This is an optimization exercise on Yosys and OpenROAD, whose aim is small area, not a production implementation.
In this exercise RTL edits were held to simulation tests only and were not proved equivalent to the original.
No activity file was given, so power comes from the tool's default toggle rates.

indigo:
## MIPS_TopModule
module MIPS_TopModule
(
input  wire			CLK_Top,
input  wire			RST_Top,
output wire [31:0]	imem_addr_Top,
input  wire [31:0]	imem_rdata_Top,
output wire [31:0]	dmem_addr_Top,
output wire [31:0]	dmem_wdata_Top,
output wire			dmem_we_Top,
input  wire [31:0]	dmem_rdata_Top
);
wire [31:0] instr = imem_rdata_Top;
wire [5:0]  op    = instr[31:26];
wire [5:0]  funct = instr[5:0];
wire [4:0]  rs    = instr[25:21];
wire [4:0]  rt    = instr[20:16];
wire rtype = (op == 6'b000000);
wire addi  = (op == 6'b001000);
wire lw    = (op == 6'b100011);
wire sw    = (op == 6'b101011);
wire beq   = (op == 6'b000100);
wire jmp   = (op == 6'b000010);
wire f_sub = rtype & (funct == 6'b100010);
wire f_slt = rtype & (funct == 6'b101010);
wire f_mul = rtype & (funct == 6'b011100);
wire f_and = rtype & (funct == 6'b100100);
wire f_or  = rtype & (funct == 6'b100101);
wire        regwrite = rtype | addi | lw;
wire [4:0]  dst      = rtype ? instr[15:11] : rt;
wire [31:0] sext     = {{16{instr[15]}}, instr[15:0]};
wire [31:0] rd1, rd2, sum;
wire        zero, smallop, bit0;
wire [31:0] wd, wd_hi;
MIPS_MUX wbsel (.we(lw), .wen(~(lw | smallop)), .d(dmem_rdata_Top), .q(sum), .y(wd_hi));
assign wd = {wd_hi[31:1], lw ? dmem_rdata_Top[0] : smallop ? bit0 : sum[0]};
reg  [31:0]   valid;
wire [1023:0] q;
wire [31:0]   we, wen, sel1, sel2;
MIPS_DecW dw  (.a(dst), .en(regwrite), .y(we), .yn(wen));
MIPS_DecM ds1 (.a(rs), .m(valid), .y(sel1));
MIPS_DecM ds2 (.a(rt), .m(valid), .y(sel2));
always @(posedge CLK_Top or negedge RST_Top)
	if (!RST_Top) valid <= 32'b0;
	else          valid <= valid | we;
genvar g;
generate for (g = 0; g < 32; g = g + 1) begin : regs
	reg  [31:0] r;
	wire [31:0] r_next;
	MIPS_MUX wsel (.we(we[g]), .wen(wen[g]), .d(wd), .q(r), .y(r_next));
	always @(posedge CLK_Top)
		r <= r_next;
	assign q[32*g +: 32] = r;
end endgenerate
MIPS_RegisterFile rp1 (.Sel(sel1), .Q(q), .RD(rd1));
MIPS_RegisterFile rp2 (.Sel(sel2), .Q(q), .RD(rd2));
MIPS_ALU alu (
	.SrcA(rd1), .RegB(rd2), .Imm(sext), .UseImm(~(rtype | beq)),
	.Sub(beq | f_sub | f_slt),
  ...
Settings: LEC_CHECK=0, CAP_MARGIN=20, CORE_MARGIN=2, CORE_UTILIZATION=50, CTS_BUF_LIST=sky130_fd_sc_hd__clkbuf_4, CTS_CLUSTER_DIAMETER=40, CTS_CLUSTER_SIZE=8, SLEW_MARGIN=20, SYNTH_HIERARCHICAL=1; clock period 20.0 ns.
run.sh (not shown) runs the stock make flow with config.mk's settings and CLKGATE_MAP_FILE= SYNTH_SCRIPT=/design/flow/synth_recipe.tcl, a recipe that flattens the netlist after the stock synthesis.
indigo reached the end of the flow, and the finished layout is clean on the timing, design-rule and antenna checks.
Inputs modified between indigo and pepper:
Settings: removing CTS_CLUSTER_SIZE (formerly 8); removing CTS_CLUSTER_DIAMETER (formerly 40); removing CTS_BUF_LIST (formerly sky130_fd_sc_hd__clkbuf_4).
==> flow/flow/run.sh (new file) <==
#!/bin/bash
# Own layout flow: the standard ORFS flow (standard.sh, with its synthesis
# unchanged) with three ORFS settings changed:
#  - each port gets a sky130_fd_sc_hd__buf_1 buffer (instead of the
#    resizer's default pick, clkdlybuf4s50_1);
#  - clock tree: no dummy loads, clkbuf_4 buffers, leaf clusters of at most
#    8 flip-flops within 40 um;
#  - power recovery (downsizing gates that have slack) after global routing.
# The full make output goes to standard.log here; ORFS's per-step logs are
# under orfs/logs.
set -euo pipefail
bash standard.sh \
  "BUFFER_PORTS_ARGS=-buffer_cell sky130_fd_sc_hd__buf_1" \
  "CTS_ARGS=-sink_clustering_enable -repair_clock_nets -dont_use_dummy_load -buf_list sky130_fd_sc_hd__clkbuf_4 -sink_clustering_size 8 -sink_clustering_max_diameter 40" \
  RECOVER_POWER=100 \
  finish > standard.log 2>&1
==> flow/standard.sh (new file) <==
#!/bin/bash
# synth_recipe.tcl (not shown) runs the flow's synth.tcl, then flattens the netlist and writes it again
# the make line also repeats each setting of config.mk as NAME=value (left out here)
make -C /OpenROAD-flow-scripts/flow DESIGN_CONFIG=/design/flow/config.mk WORK_HOME=/design/flow/orfs CLKGATE_MAP_FILE= SYNTH_SCRIPT=/design/flow/synth_recipe.tcl "${@:-finish}"
removed: flow/run.sh
## What came out
- Looking at library cell contributing the largest single delay on the critical path, the clkbuf_1 result is from pepper; the and2_0 one comes from indigo.
- In pepper relative to indigo, power had gone down by a little under 10%.
- Post-route core utilization down 2.3 points in pepper wrt indigo
- When pepper is measured against indigo, its number of cells on the critical path turns out about 4% lower.
- Looking at buffer and inverter count on the worst path, pepper sits 2 higher than indigo does.
- pepper ran in full, but the layout does not pass; the checks complain about capacitance limit, slew limit.
- Diff indigo -> pepper: average wire per cell in the routed design level; routed via count divided by cell count higher.

==> port drivers added, routing unchanged <==
No port has a modelled driver above. Below, the same layouts with a new extraction and two added sets of constraints. Step 1 assumes that a clkbuf_16 drives the clock port and a buf_2 every other input. Step 2, shift: input delay + t, output delay - t, t = (earliest + latest rising clock arrival at the registers) / 2. This alone moves slack from input paths to output paths. Slacks: ideal ports / drivers / drivers and shift; pairs: ideal ports / drivers.
| run | shift t [ns] | setup WS [ns] | clock arrival spread, ns | worst register clock-pin slew, ns |
|---|---|---|---|---|
| indigo | 1.256 | 0.981 / 0.955 / 0.955 | 0.107 / 0.107 | 0.10 / 0.10 |
| pepper | 1.258 | 0.504 / 0.477 / 0.477 | 0.153 / 0.153 | 0.10 / 0.10 |
For pepper, which loses most, drivers alone change the setup slack by -0.027 ns; drivers and shift together by -0.027 ns.
